What follows belongs to an exercise in optimizing a design on an open flow for small area and a short achievable clock period; a production flow would make more cautious choices. Function was not checked in any run shown here: the RTL went through the layout flow alone.

--- flow/run.sh ---
#!/bin/bash
# synth_recipe.tcl (not shown) runs the flow's synth.tcl, then flattens the netlist and writes it again
# the make line also repeats each setting of config.mk as NAME=value (left out here)
make -C /OpenROAD-flow-scripts/flow DESIGN_CONFIG=/design/flow/config.mk WORK_HOME=/design/flow/orfs CLKGATE_MAP_FILE= SYNTH_SCRIPT=/design/flow/synth_recipe.tcl finish
--- flow/config.mk ---
export PLATFORM = sky130hd
export DESIGN_NAME = sigma_delta_ADC
export DESIGN_NICKNAME = sigma_delta_ADC
export VERILOG_FILES = /design/flow/design.v
export SDC_FILE = /design/flow/constraint.sdc
export NUM_CORES = 4
export LEC_CHECK = 0
export ABC_CLOCK_PERIOD_IN_PS = 1200
export CAP_MARGIN = 20
export CORE_MARGIN = 2
export CORE_UTILIZATION = 40
export SETUP_SLACK_MARGIN = 2.4
export SLEW_MARGIN = 20
--- flow/constraint.sdc ---
create_clock -name core_clock -period 4.0 [get_ports {clk}]
set_input_delay 0.8000 -clock core_clock [delete_from_list [all_inputs] [get_ports {clk}]]
set_output_delay 0.8000 -clock core_clock [all_outputs]
set_load 0.01 [all_outputs]
--- flow/design.v ---
module sigma_delta_ADC(
    input clk,
    input reset,
    input [23:0] analog_in,
    output [32:0] digital_out
);
wire [12*9-1:0] lo_all;   
wire [12*9-1:0] hi_all;
wire f;
reg [11:0] in_hi;         
reg        dout;
assign lo_all[11:0] = analog_in[11:0];
assign hi_all[11:0] = in_hi;
genvar k;
generate for (k = 1; k <= 8; k = k + 1) begin : integ
    reg [11:0] lo;    
    reg [11:0] hi;    
    reg        cy;    
    wire [11:0] lo_n, hi_n;
    wire cy_n;
    add_lo u_lo(.a(lo), .b(lo_all[12*(k-1) +: 12]), .ci(f), .s(lo_n), .co(cy_n));
    add_hi u_hi(.a(hi), .b(hi_all[12*(k-1) +: 12]), .ci(cy), .s(hi_n));
    always @(posedge clk or posedge reset) begin
        if (reset) begin
            lo <= 12'd0;
            hi <= 12'd0;
            cy <= 1'b0;
        end else begin
            lo <= lo_n;
            cy <= cy_n;
            hi <= hi_n;
        end
    end
    assign lo_all[12*k +: 12] = lo;
    assign hi_all[12*k +: 12] = hi;
end endgenerate
assign f = hi_all[12*8 + 11];    
always @(posedge clk or posedge reset) begin
    if (reset) begin
        in_hi <= 12'd0;
        dout <= 1'b0;
    end else begin
        in_hi <= analog_in[23:12];
        dout <= f;
    end
end
assign digital_out = {1'b0, {24{dout}}, 8'b0};
endmodule
module add_lo(input [11:0] a, input [11:0] b, input ci, output [11:0] s, output co);
wire [11:0] p = a ^ b;
wire [11:0] g0 = a & b;
wire [11:0] gl0, pl0;
assign gl0[0] = g0[0] | (p[0] & ci);
assign pl0[0] = 1'b0;
assign gl0[11:1] = g0[11:1];
assign pl0[11:1] = p[11:1];
wire [11:0] gl1, pl1;
assign gl1[0] = gl0[0];
assign pl1[0] = pl0[0];
assign gl1[1] = gl0[1] | (pl0[1] & gl0[0]);
assign pl1[1] = pl0[1] & pl0[0];
assign gl1[2] = gl0[2];
assign pl1[2] = pl0[2];
assign gl1[3] = gl0[3] | (pl0[3] & gl0[2]);
assign pl1[3] = pl0[3] & pl0[2];
assign gl1[4] = gl0[4];
assign pl1[4] = pl0[4];
assign gl1[5] = gl0[5] | (pl0[5] & gl0[4]);
assign pl1[5] = pl0[5] & pl0[4];
assign gl1[6] = gl0[6];
assign pl1[6] = pl0[6];
assign gl1[7] = gl0[7] | (pl0[7] & gl0[6]);
assign pl1[7] = pl0[7] & pl0[6];
assign gl1[8] = gl0[8];
assign pl1[8] = pl0[8];
assign gl1[9] = gl0[9] | (pl0[9] & gl0[8]);
assign pl1[9] = pl0[9] & pl0[8];
assign gl1[10] = gl0[10];
assign pl1[10] = pl0[10];
assign gl1[11] = gl0[11] | (pl0[11] & gl0[10]);
assign pl1[11] = pl0[11] & pl0[10];
wire [11:0] gl2, pl2;
assign gl2[0] = gl1[0];
assign pl2[0] = pl1[0];
assign gl2[1] = gl1[1];
assign pl2[1] = pl1[1];
assign gl2[2] = gl1[2] | (pl1[2] & gl1[1]);
assign pl2[2] = pl1[2] & pl1[1];
assign gl2[3] = gl1[3] | (pl1[3] & gl1[1]);
assign pl2[3] = pl1[3] & pl1[1];
assign gl2[4] = gl1[4];
assign pl2[4] = pl1[4];
assign gl2[5] = gl1[5];
assign pl2[5] = pl1[5];
assign gl2[6] = gl1[6] | (pl1[6] & gl1[5]);
assign pl2[6] = pl1[6] & pl1[5];
assign gl2[7] = gl1[7] | (pl1[7] & gl1[5]);
assign pl2[7] = pl1[7] & pl1[5];
assign gl2[8] = gl1[8];
assign pl2[8] = pl1[8];
assign gl2[9] = gl1[9];
assign pl2[9] = pl1[9];
assign gl2[10] = gl1[10] | (pl1[10] & gl1[9]);
assign pl2[10] = pl1[10] & pl1[9];
assign gl2[11] = gl1[11] | (pl1[11] & gl1[9]);
assign pl2[11] = pl1[11] & pl1[9];
wire [11:0] gl3, pl3;
assign gl3[0] = gl2[0];
assign pl3[0] = pl2[0];
assign gl3[1] = gl2[1];
assign pl3[1] = pl2[1];
assign gl3[2] = gl2[2];
assign pl3[2] = pl2[2];
assign gl3[3] = gl2[3];
assign pl3[3] = pl2[3];
assign gl3[4] = gl2[4] | (pl2[4] & gl2[3]);
assign pl3[4] = pl2[4] & pl2[3];
assign gl3[5] = gl2[5] | (pl2[5] & gl2[3]);
assign pl3[5] = pl2[5] & pl2[3];
assign gl3[6] = gl2[6] | (pl2[6] & gl2[3]);
assign pl3[6] = pl2[6] & pl2[3];
assign gl3[7] = gl2[7] | (pl2[7] & gl2[3]);
assign pl3[7] = pl2[7] & pl2[3];
assign gl3[8] = gl2[8];
assign pl3[8] = pl2[8];
assign gl3[9] = gl2[9];
assign pl3[9] = pl2[9];
assign gl3[10] = gl2[10];
assign pl3[10] = pl2[10];
assign gl3[11] = gl2[11];
assign pl3[11] = pl2[11];
wire [11:0] gl4, pl4;
assign gl4[0] = gl3[0];
assign pl4[0] = pl3[0];
assign gl4[1] = gl3[1];
assign pl4[1] = pl3[1];
assign gl4[2] = gl3[2];
assign pl4[2] = pl3[2];
assign gl4[3] = gl3[3];
assign pl4[3] = pl3[3];
assign gl4[4] = gl3[4];
assign pl4[4] = pl3[4];
assign gl4[5] = gl3[5];
assign pl4[5] = pl3[5];
assign gl4[6] = gl3[6];
assign pl4[6] = pl3[6];
assign gl4[7] = gl3[7];
assign pl4[7] = pl3[7];
assign gl4[8] = gl3[8] | (pl3[8] & gl3[7]);
assign pl4[8] = pl3[8] & pl3[7];
assign gl4[9] = gl3[9] | (pl3[9] & gl3[7]);
assign pl4[9] = pl3[9] & pl3[7];
assign gl4[10] = gl3[10] | (pl3[10] & gl3[7]);
assign pl4[10] = pl3[10] & pl3[7];
assign gl4[11] = gl3[11] | (pl3[11] & gl3[7]);
assign pl4[11] = pl3[11] & pl3[7];
assign s = p ^ {gl4[10:0], ci};
assign co = gl4[11];
endmodule
module add_hi(input [11:0] a, input [11:0] b, input ci, output [11:0] s);
wire [11:0] p = a ^ b;
wire [11:0] g0 = a & b;
wire [11:0] gl0, pl0;
assign gl0[0] = g0[0] | (p[0] & ci);
assign pl0[0] = 1'b0;
assign gl0[11:1] = g0[11:1];
assign pl0[11:1] = p[11:1];
wire [11:0] gl1, pl1;
assign gl1[0] = gl0[0];
assign pl1[0] = pl0[0];
assign gl1[1] = gl0[1] | (pl0[1] & gl0[0]);
assign pl1[1] = pl0[1] & pl0[0];
assign gl1[2] = gl0[2];
assign pl1[2] = pl0[2];
assign gl1[3] = gl0[3] | (pl0[3] & gl0[2]);
assign pl1[3] = pl0[3] & pl0[2];
assign gl1[4] = gl0[4];
assign pl1[4] = pl0[4];
assign gl1[5] = gl0[5] | (pl0[5] & gl0[4]);
assign pl1[5] = pl0[5] & pl0[4];
assign gl1[6] = gl0[6];
assign pl1[6] = pl0[6];
assign gl1[7] = gl0[7] | (pl0[7] & gl0[6]);
assign pl1[7] = pl0[7] & pl0[6];
assign gl1[8] = gl0[8];
assign pl1[8] = pl0[8];
assign gl1[9] = gl0[9] | (pl0[9] & gl0[8]);
assign pl1[9] = pl0[9] & pl0[8];
assign gl1[10] = gl0[10];
assign pl1[10] = pl0[10];
assign gl1[11] = gl0[11] | (pl0[11] & gl0[10]);
assign pl1[11] = pl0[11] & pl0[10];
wire [11:0] gl2, pl2;
assign gl2[0] = gl1[0];
assign pl2[0] = pl1[0];
assign gl2[1] = gl1[1];
assign pl2[1] = pl1[1];
assign gl2[2] = gl1[2] | (pl1[2] & gl1[1]);
assign pl2[2] = pl1[2] & pl1[1];
assign gl2[3] = gl1[3] | (pl1[3] & gl1[1]);
assign pl2[3] = pl1[3] & pl1[1];
assign gl2[4] = gl1[4];
assign pl2[4] = pl1[4];
assign gl2[5] = gl1[5];
assign pl2[5] = pl1[5];
assign gl2[6] = gl1[6] | (pl1[6] & gl1[5]);
assign pl2[6] = pl1[6] & pl1[5];
assign gl2[7] = gl1[7] | (pl1[7] & gl1[5]);
assign pl2[7] = pl1[7] & pl1[5];
assign gl2[8] = gl1[8];
assign pl2[8] = pl1[8];
assign gl2[9] = gl1[9];
assign pl2[9] = pl1[9];
assign gl2[10] = gl1[10] | (pl1[10] & gl1[9]);
assign pl2[10] = pl1[10] & pl1[9];
assign gl2[11] = gl1[11] | (pl1[11] & gl1[9]);
assign pl2[11] = pl1[11] & pl1[9];
wire [11:0] gl3, pl3;
assign gl3[0] = gl2[0];
assign pl3[0] = pl2[0];
assign gl3[1] = gl2[1];
assign pl3[1] = pl2[1];
assign gl3[2] = gl2[2];
assign pl3[2] = pl2[2];
assign gl3[3] = gl2[3];
assign pl3[3] = pl2[3];
assign gl3[4] = gl2[4] | (pl2[4] & gl2[3]);
assign pl3[4] = pl2[4] & pl2[3];
assign gl3[5] = gl2[5] | (pl2[5] & gl2[3]);
assign pl3[5] = pl2[5] & pl2[3];
assign gl3[6] = gl2[6] | (pl2[6] & gl2[3]);
assign pl3[6] = pl2[6] & pl2[3];
assign gl3[7] = gl2[7] | (pl2[7] & gl2[3]);
assign pl3[7] = pl2[7] & pl2[3];
assign gl3[8] = gl2[8];
assign pl3[8] = pl2[8];
assign gl3[9] = gl2[9];
assign pl3[9] = pl2[9];
assign gl3[10] = gl2[10];
assign pl3[10] = pl2[10];
assign gl3[11] = gl2[11];
assign pl3[11] = pl2[11];
wire [11:0] gl4, pl4;
assign gl4[0] = gl3[0];
assign pl4[0] = pl3[0];
assign gl4[1] = gl3[1];
assign pl4[1] = pl3[1];
assign gl4[2] = gl3[2];
assign pl4[2] = pl3[2];
assign gl4[3] = gl3[3];
assign pl4[3] = pl3[3];
assign gl4[4] = gl3[4];
assign pl4[4] = pl3[4];
assign gl4[5] = gl3[5];
assign pl4[5] = pl3[5];
assign gl4[6] = gl3[6];
assign pl4[6] = pl3[6];
assign gl4[7] = gl3[7];
assign pl4[7] = pl3[7];
assign gl4[8] = gl3[8] | (pl3[8] & gl3[7]);
assign pl4[8] = pl3[8] & pl3[7];
assign gl4[9] = gl3[9] | (pl3[9] & gl3[7]);
assign pl4[9] = pl3[9] & pl3[7];
assign gl4[10] = gl3[10] | (pl3[10] & gl3[7]);
assign pl4[10] = pl3[10] & pl3[7];
assign gl4[11] = gl3[11] | (pl3[11] & gl3[7]);
assign pl4[11] = pl3[11] & pl3[7];
assign s = p ^ {gl4[10:0], ci};
endmodule
==> tab_implementation.tex, run 1 <==
\begin{tabular}{lr}
\hline
Metric & Value \\
\hline
\multicolumn{2}{l}{\textbf{Outcome}} \\
\quad Result of the run & finished clean \\
\multicolumn{2}{l}{\textbf{Clock network}} \\
\quad Master cell of the clock root buffer & clkbuf\_16 \\
\quad Clk sinks & 213 \\
\quad Clock-pin slew on the worst setup and hold paths & 0.06 ns \\
\quad TritonCTS clock tree & yes \\
\quad Cts hold-fix bufs & 0 \\
\quad Maximum level of the CTS H-tree & 1 \\
\quad Worst-skew pair later-pin latency & around 0.52 ns \\
\quad Maximum clock insertion buffer count & 3 \\
\quad Number of buffers created by CTS & 24 \\
\multicolumn{2}{l}{\textbf{STA}} \\
\quad Count of endpoints failing setup in the final report & 0 \\
\quad Min Tclk post-route & between 2 and 3 ns \\
\quad Final-report max-slew violation count & 0 \\
\quad Share of the cycle needed by the critical path after routing & 63.95\% \\
\quad RSZ-0062 raised after global routing & true \\
\quad Transition time at the pin with the least slew margin & 0.8265 ns \\
\quad Remaining max-slew budget at the tightest pin & between 40 and 50\% \\
\quad Final sum of negative setup slack & 0 ns \\
\quad Peak Freq & 390.9 MHz \\
\quad Final Hold Vio Count & 0 \\
\quad Max Clock Skew & 0.006999 ns \\
\multicolumn{2}{l}{\textbf{Place}} \\
\quad Placed cell count & around 1.5k \\
\quad I/O Buffers & 49 \\
\quad Global placer's final weighted congestion & 0.8302 \\
\quad Detailed placer's ending HPWL & 15,110 um \\
\multicolumn{2}{l}{\textbf{Synthesis}} \\
\quad Area share of and/or/nand/nor cells after synthesis & 5.202\% \\
\quad Fraction of synthesized cell area in xor and xnor cells & under 10\% \\
\quad Yosys reg bits & 213 \\
\quad Count of distinct cell types in the synthesized netlist & 33 \\
\quad Adder and majority cell fraction of the synthesized area & 27.28\% \\
\quad Share of synthesized flip-flops with an asynchronous set or reset & between 90\% and 100\% \\
\quad Multiplexer fraction of the synthesized cell area & 0\% \\
\quad Post-synth design cell area & between 0.01 and 0.015 sq mm \\
\quad Dominant cells by area after synthesis & dfrtp\_1 (42\%), ha\_1 (15\%), fa\_1 (12\%), inv\_1 (4.3\%), xor2\_1 (4.2\%) \\
\quad Sequential cell area fraction in the yosys report & 41.50\% \\
\quad Largest family of logic cells by synthesized area & adder cells \\
\quad Most used flip-flop cell after synthesis & dfrtp\_1 \\
\quad Synth Area per Inst & roughly 12 sq um \\
\quad Area fraction of the dominant cell type after synthesis & 41.50\% \\
\quad Largest area contributor in the synthesized netlist & dfrtp\_1 \\
\quad Synth cell count leaders & dfrtp\_1 (213), ha\_1 (152), inv\_1 (146), fa\_1 (80), xor2\_1 (62) \\
\quad Most frequently used cell type in the post-synthesis netlist & dfrtp\_1 \\
\quad Synthesized-area fraction occupied by ao, oa, aoi and oai cells & a little under an eighth \\
\quad Yosys warning count & 1 \\
\quad Cell count after synthesis & 1,081 \\
\quad Number of enable flip-flop cells after synthesis & 0 \\
\multicolumn{2}{l}{\textbf{Critical path}} \\
\quad Crit path top cell by count & buf\_6 \\
\quad Type of origin of the critical path & register \\
\quad Worst EP arrival & 2.95 ns \\
\quad Critical setup path kind & reg2reg \\
\quad CP endpoint kind & register \\
\quad Worst stage delay on the critical path & 0.43 ns \\
\quad Series of cell instances along the critical path & clkinvlp\_4 > buf\_12 > fa\_2 > inv\_2 > fa\_2 > a21oi\_4 > buf\_4 > buf\_6 > buf\_6 > buf\_6 > buf\_6 > o21bai\_4 > fa\_2 \\
\quad Required time of the worst setup path & 4.39 ns \\
\quad Slowest cell on the critical path & fa\_2 \\
\quad Largest fanout on the critical path & 8 \\
\multicolumn{2}{l}{\textbf{Finish}} \\
\quad Diodes inserted & 0 \\
\quad Area growth from synthesis to layout & 26.05\% \\
\quad Final layout net count & 1,496 \\
\quad Fraction of layout instances using a drive strength above 1 & 31.21\% \\
\quad Share of the core filled with cells in the final layout & 51.30\% \\
\quad Post-layout instance count excluding filler cells & 1,658 \\
\multicolumn{2}{l}{\textbf{GRT}} \\
\quad Largest net degree at the start of global routing & 81 \\
\quad Number of antenna violations at the first check in global routing & 0 \\
\quad Wire length of the first global-routing pass & 39,240 um \\
\quad Total congestion overflow after global routing & 0 \\
\quad Vias in the first global route & 8,759 \\
\quad GRT Overall Usage & 14.05\% \\
\multicolumn{2}{l}{\textbf{Drt}} \\
\quad Wirelength, routed & 21,760 um \\
\quad Total DRC errors in the routed layout & 0 \\
\quad DRC marker count from the first detailed-route iteration & 210 \\
\quad Via total after detailed routing & 8,105 \\
\quad ANT nets after route & 0 \\
\quad Via-per-instance ratio & 4.888 \\
\quad Average routed wire per standard cell & 13.12 um \\
\quad TritonRoute pass-1 iters & 4 \\
\multicolumn{2}{l}{\textbf{Die}} \\
\quad Die area & around 0.034 sq mm \\
\quad Placement row count & 65 \\
\quad Chip Height & approximately 180 um \\
\quad Overall die width & 183.2 um \\
\quad Number of ports placed on the die boundary & 59 \\
\quad Core region area & 0.03156 sq mm \\
\quad Initial cell density of the core & 40.70\% \\
\multicolumn{2}{l}{\textbf{Flow run}} \\
\quad Number of maximum-capacitance constraint violations & 0 \\
\multicolumn{2}{l}{\textbf{Worst hold path}} \\
\quad Worst min-delay path category & reg2reg \\
\hline
\end{tabular}
[stage by stage]
step,instance area (sq um),setup slack (ns),hold WS (ns)
floorplan,13190,0.4298,0.4466
global placement,14000,0.6255,0.5448
detailed placement,14000,0.5934,0.5453
CTS,15640,1.419,0.5800
global route,16190,1.329,0.6017
finish,16190,1.442,0.5729
[what timing repair did]
action | in CTS | in global routing
resized for setup | 175 | 80
setup buffers | 75 | 25
cloned | 1 | 2
pin swaps | 85 | 48
hold endpoints to repair | 0 | 0
setup endpoints to repair | 305 | 200
[worst max-delay path, delay by kind of cell (launching register included)]
kind	cells	cell delay, ns
AOI/OAI and AO/OA	2	0.17
adders and majority gates	3	0.99
buffers and inverters	8	0.85
DFF	1	0.41
[cells in the final DEF, fill, tap and decap left out, types with 9 or more instances in the layout]
master | synthesis | layout
a211oi_4 | 0 | 16
a21o_1 | 30 | 30
a21oi_1 | 50 | 38
a21oi_2 | 8 | 14
buf_4 | 33 | 35
buf_6 | 0 | 90
clkbuf_16 | 0 | 25
clkdlybuf4s50_1 | 0 | 24
conb_1 | 1 | 9
dfrtp_1 | 213 | 211
fa_2 | 0 | 80
ha_1 | 152 | 152
inv_1 | 146 | 96
inv_2 | 0 | 47
nand2_1 | 16 | 16
nand3_1 | 32 | 32
nor2_1 | 26 | 13
nor2_2 | 0 | 13
nor3_1 | 10 | 10
o21ai_0 | 15 | 15
o21ai_1 | 23 | 19
o21bai_1 | 12 | 9
or3_1 | 14 | 14
xnor2_1 | 58 | 57
xor2_1 | 62 | 62
[layout make-up]
type / instances / area, sq um
clock inverter: 6 / 55.05
timing repair inverter: 1 / 5.005
inverter: 146 / 568.0
fill: 2661 / 15370
multi-input combinational: 697 / 7361
tap: 402 / 503.0
clock buffer: 38 / 744.5
timing repair buffer: 155 / 1620
sequential: 213 / 5333
[sequential cells by signal, indices dropped and copies added (netlist names)]
signal and cells:
integ.lo 96, integ.hi 96, integ.cy 8, dout 1
in_hi 12
[final timing paths]
check                           depth (start not counted)            start  slack [ns]              end
worst min-delay path                                    1  integ[8].hi[11]        0.57             dout
min in group asynchronous                               3            reset        0.87  integ[5].lo[11]
worst max-delay path                                   13  integ[8].hi[11]        1.44   integ[3].lo[4]
worst min register to register                          1  integ[8].hi[11]        0.57             dout
worst max register to register                         13  integ[8].hi[11]        1.44   integ[3].lo[4]
max in group asynchronous                               3            reset        2.64             dout
[cell families (layout without fill, tap and decap cells)]
logic type / after synthesis / in the layout
AO/OA/AOI/OAI: 206 / 206
XOR/XNOR: 120 / 120
adder cells (fa/ha/maj): 232 / 232
buffers and inverters: 179 / 346
flip-flops: 213 / 213
other: 1 / 9
AND/OR/NAND/NOR: 130 / 130
[routing by layer]
layer  track usage (%)  routed length, um  up-vias  part of all wire, %
met5                 0                  0        -                    0
met4             3.712                364        0                  1.7
met3             1.787                690       27                  3.2
met2             25.86              11060      104                   51
met1             17.36               9643     3996                   44
li1                  -                  -     3978                    -
==> inputs of run 2 (changes only) <==
--- a/flow/config.mk
+++ b/flow/config.mk
@@ -7,3 +7,2 @@
 export LEC_CHECK = 0
-export ABC_CLOCK_PERIOD_IN_PS = 1200
 export CAP_MARGIN = 20
@@ -11,3 +10,2 @@
 export CORE_UTILIZATION = 40
-export SETUP_SLACK_MARGIN = 2.4
 export SLEW_MARGIN = 20
==> run 2 against run 1 <==
Die area stayed put; global-route usage fell by 1.0 points; critical path depth decreased by 3; register-to-register slack worse by 0.51 ns; clock-buffer cell count up 1; non-clock buffer count shrank 101; via count down 7.4%; synthesized area unchanged; hold slack got worse by 0.087 ns; sequential share of layout area grew 3.8 points; wire length down 9.5%; synthesized cell count stayed put; critical path type unchanged; critical endpoint is now integ[1].lo[9].
==> tab_implementation.tex, run 2 <==
\begin{tabular}{lr}
\hline
Metric & Value \\
\hline
\multicolumn{2}{l}{\textbf{Synthesis}} \\
\quad Most used flip-flop cell after synthesis & dfrtp\_1 \\
\quad Share of synthesized flip-flops with an asynchronous set or reset & 100.0\% (unchanged) \\
\quad Count of distinct cell types in the synthesized netlist & 33 (unchanged) \\
\quad Sequential cell area fraction in the yosys report & 41.50\% (unchanged) \\
\quad Synth cell count leaders & dfrtp\_1 (213), ha\_1 (152), inv\_1 (146), fa\_1 (80), xor2\_1 (62) \\
\quad Most frequently used cell type in the post-synthesis netlist & dfrtp\_1 \\
\quad Yosys warning count & 1 (unchanged) \\
\quad Post-synth design cell area & 0.01284 sq mm (unchanged) \\
\quad Area fraction of the dominant cell type after synthesis & 41.50\% (unchanged) \\
\quad Synth Area per Inst & 11.88 sq um (unchanged) \\
\quad Dominant cells by area after synthesis & dfrtp\_1 (42\%), ha\_1 (15\%), fa\_1 (12\%), inv\_1 (4.3\%), xor2\_1 (4.2\%) \\
\quad Yosys reg bits & 213 (unchanged) \\
\quad Largest area contributor in the synthesized netlist & dfrtp\_1 \\
\quad Cell count after synthesis & 1,081 (unchanged) \\
\quad Number of enable flip-flop cells after synthesis & 0 (unchanged) \\
\multicolumn{2}{l}{\textbf{Finish}} \\
\quad Area growth from synthesis to layout & 12.93\% \\
\quad Diodes inserted & 0 (unchanged) \\
\quad Most used cells in the layout excluding fill and tap cells & dfrtp\_1 (213), ha\_1 (152), inv\_1 (145), fa\_1 (80), xor2\_1 (62) \\
\quad Summed area of non-filler cells in the final layout & 0.01450 sq mm (-10\%) \\
\quad Fraction of layout instances using a drive strength above 1 & 7.532\% (-24 points) \\
\quad Most common cell after layout, fill and taps aside & dfrtp\_1 \\
\quad Final layout net count & 1,395 (-6.8\%) \\
\quad Registers with the most flip-flops & integ.hi (96), integ.lo (96), in\_hi (12) \\
\quad Share of the core filled with cells in the final layout & 45.96\% (-5.3 points) \\
\quad Count of filler cells inserted in the layout & 2,849 (+7.1\%) \\
\multicolumn{2}{l}{\textbf{Die}} \\
\quad Core region area & 0.03156 sq mm (unchanged) \\
\quad Overall die width & 183.2 um (unchanged) \\
\quad Die area & 0.03356 sq mm (unchanged) \\
\quad Initial cell density of the core & 40.70\% (unchanged) \\
\quad Number of ports placed on the die boundary & 59 (unchanged) \\
\quad Chip Height & 183.2 um (unchanged) \\
\quad Placement row count & 65 (unchanged) \\
\multicolumn{2}{l}{\textbf{Flow run}} \\
\quad Number of maximum-capacitance constraint violations & 0 (unchanged) \\
\multicolumn{2}{l}{\textbf{Critical path}} \\
\quad Crit path top cell by count & fa\_1 \\
\quad Worst Reg2Reg Path Length in Cells & 10 (-3) \\
\quad Worst R2R Setup Slack & 0.94 ns (-0.51 ns) \\
\quad Largest delay share family, worst path & adder cells \\
\quad Critical setup path kind & reg2reg \\
\quad Type of origin of the critical path & register \\
\quad Required time of the worst setup path & 4.39 ns (about the same) \\
\quad Slowest cell on the critical path & dfrtp\_1 \\
\quad Largest fanout on the critical path & 8 (unchanged) \\
\quad Buf/Inv on CP & 2 (-6) \\
\quad Worst stage delay on the critical path & 0.43 ns (about the same) \\
\quad Worst EP arrival & 3.45 ns (+0.50 ns) \\
\quad Startpoint of the most critical register-to-register path & integ[8].hi[11] \\
\quad Reg2reg end & integ[1].lo[9] \\
\quad Series of cell instances along the critical path & inv\_1 > fa\_1 > inv\_1 > fa\_1 > a21oi\_1 > o211ai\_2 > a21o\_1 > a21o\_1 > fa\_1 > xor2\_1 \\
\quad CP endpoint kind & register \\
\multicolumn{2}{l}{\textbf{GRT}} \\
\quad Vias in the first global route & 8,120 (-7.3\%) \\
\quad Total congestion overflow after global routing & 0 (unchanged) \\
\quad Largest net degree at the start of global routing & 60 (-26\%) \\
\quad GRT Overall Usage & 13.01\% (-1.0 points) \\
\quad Wire length of the first global-routing pass & 36,410 um (-7.2\%) \\
\quad Number of antenna violations at the first check in global routing & 0 (unchanged) \\
\multicolumn{2}{l}{\textbf{Drt}} \\
\quad ANT nets after route & 0 (unchanged) \\
\quad Wirelength, routed & 19,700 um (-9.5\%) \\
\quad Via total after detailed routing & 7,507 (-7.4\%) \\
\quad Average routed wire per standard cell & 12.65 um (-3.6\%) \\
\quad Total DRC errors in the routed layout & 0 (unchanged) \\
\quad Via-per-instance ratio & 4.821 (-1.4\%) \\
\quad DRC marker count from the first detailed-route iteration & 207 (-1.4\%) \\
\quad TritonRoute pass-1 iters & 4 (unchanged) \\
\multicolumn{2}{l}{\textbf{STA}} \\
\quad Peak Freq & 326.4 MHz (-17\%) \\
\quad Remaining max-slew budget at the tightest pin & 45.49\% (+0.89 points) \\
\quad Count of endpoints failing setup in the final report & 0 (unchanged) \\
\quad Final-report max-slew violation count & 0 (unchanged) \\
\quad Final sum of negative setup slack & 0 ns (unchanged) \\
\quad Max Clock Skew & 0.008517 ns (+0.001518 ns) \\
\quad Transition time at the pin with the least slew margin & 0.8160 ns (-0.01056 ns) \\
\quad Min Tclk post-route & 3.064 ns (+0.5056 ns) \\
\quad Share of the cycle needed by the critical path after routing & 76.59\% (+13 points) \\
\quad Final Hold Vio Count & 0 (unchanged) \\
\quad RSZ-0062 raised after global routing & false \\
\quad Min Hold Slack & 0.4856 ns (-0.08735 ns) \\
\multicolumn{2}{l}{\textbf{Clock network}} \\
\quad Number of instances resized during post-cts repair & 0 (-100\%) \\
\quad Master cell of the clock root buffer & clkbuf\_16 \\
\quad Cts hold-fix bufs & 0 (unchanged) \\
\quad Clock-pin slew on the worst setup and hold paths & 0.06 ns (about the same) \\
\quad Maximum level of the CTS H-tree & 1 (unchanged) \\
\quad Number of buffers created by CTS & 25 (+4.2\%) \\
\quad Clk sinks & 213 (unchanged) \\
\quad Worst-skew pair later-pin latency & 0.51 ns (about the same) \\
\quad Maximum clock insertion buffer count & 3 (unchanged) \\
\quad TritonCTS clock tree & yes \\
\quad Setup Fix Bufs, Post-CTS & 0 (-100\%) \\
\multicolumn{2}{l}{\textbf{Worst hold path}} \\
\quad Hold Startpoint & integ[8].hi[11] \\
\quad Cell count of the worst hold path & 0 (-1) \\
\quad Worst min-delay path category & reg2reg \\
\quad WHS Endpoint & dout \\
\multicolumn{2}{l}{\textbf{Place}} \\
\quad Global placer's final weighted congestion & 0.7821 (-5.8\%) \\
\quad Detailed placer's ending HPWL & 15,090 um (-0.14\%) \\
\quad Area of placed instances & 0.01369 sq mm (-2.3\%) \\
\quad I/O Buffers & 49 (unchanged) \\
\multicolumn{2}{l}{\textbf{Outcome}} \\
\quad Result of the run & finished clean \\
\hline
\end{tabular}
## run 2: cell count changes in the layout (fill, tap and decap cells not counted), sizes merged
| cell | change |
|---|---|
| buf | -125 |
| clkdlybuf4s50 | +25 |
| clkinvlp | -2 |
| bufinv | +1 |
| clkbuf | +1 |
| clkinv | -1 |
| dlygate4sd2 | -1 |
| inv | +1 |
## run 2: layout make-up
type / instances / area, sq um / share of cell area (%)
Clock inverter: 6 / 80.08 / 0.5521
Inverter: 146 / 551.8 / 3.804
Sequential cell: 213 / 5330 / 36.75
Tap cell: 402 / 503.0 / 3.468
Clock buffer: 39 / 738.2 / 5.090
Timing Repair Buffer: 54 / 553.0 / 3.813
Multi-Input combinational cell: 697 / 6748 / 46.52
## run 2: per-layer routing
metal | vias up | GRT usage (%) | wire (um)
li1 | 3778 | - | -
met1 | 3623 | 16.21 | 8835
met2 | 82 | 23.79 | 9862
met3 | 24 | 2.025 | 684
met4 | 0 | 2.880 | 315
met5 | - | 0 | 0
## run 2: kinds of logic (layout without fill, tap and decap cells)
group	after synthesis	after routing	synth area share, %
AOI/OAI and AO/OA	206	206	11.61
xor gates and xnor gates	120	120	8.183
adders and majority gates	232	232	27.28
buffers and inverters	179	245	6.196
DFF	213	213	41.50
other	1	9	0.02920
and+or+nand+nor	130	130	5.202
## run 2: worst max path at each step
stage                     endpoint  cells past startpoint  slack (ns)             from
floorplan                     dout                      1        0.43            reset
global placement    integ[1].lo[9]                     11        0.62     analog_in[0]
global route        integ[1].lo[9]                     10        0.66  integ[8].hi[11]
CTS                 integ[5].lo[9]                     10        0.87  integ[8].hi[11]
finish              integ[1].lo[9]                     10        0.94  integ[8].hi[11]
detailed placement  integ[1].lo[9]                     11        0.57     analog_in[0]
## run 2: through the flow
stage	setup WS, ns	instances
detailed placement	0.5749	1512
global placement	0.6206	1512
floorplan	0.4298	1089
global route	0.6583	1557
finish	0.9363	1557
CTS	0.8669	1557
## run 2: worst register-to-register path, cell delays in order, from the launching register on
cell	delay [ns]
dfrtp_1	0.43
inv_1	0.43
fa_1	0.27
inv_1	0.05
fa_1	0.37
a21oi_1	0.27
o211ai_2	0.18
a21o_1	0.23
a21o_1	0.19
fa_1	0.37
xor2_1	0.16

what the ideal ports hide:
In the flow no input, the clock included, has a driving cell. The finished layouts below were timed again as built, in two steps.
Step 1 sets driving cells, clkbuf_16 on the clock port and buf_2 on the other inputs (assumed; they add their load-dependent delay and slew).
Step 2 adds t to the input delays and takes it off the output delays; t is the mean of the earliest and latest rising clock arrival at the registers after step 1. Input paths then give back, and output paths get back, about the clock's delay inside the block.
Three values: ideal, step 1, step 2; two values: the first two.
run | t, ns | slack for setup (ns) | worst hold slack (ns) | clock arrival spread, ns | pins driven straight from the clock port
run 1 | 0.559 | 1.442 / 1.442 / 0.929 | 0.573 / 0.573 / 0.573 | 0.010 / 0.010 | 1
run 2 | 0.554 | 0.936 / 0.936 / 0.587 | 0.486 / 0.486 / 0.486 | 0.012 / 0.011 | 1
After both steps every run listed still meets setup and hold. For run 1, which loses most, drivers alone change the setup slack by 0.000 ns; drivers and shift together by -0.513 ns.
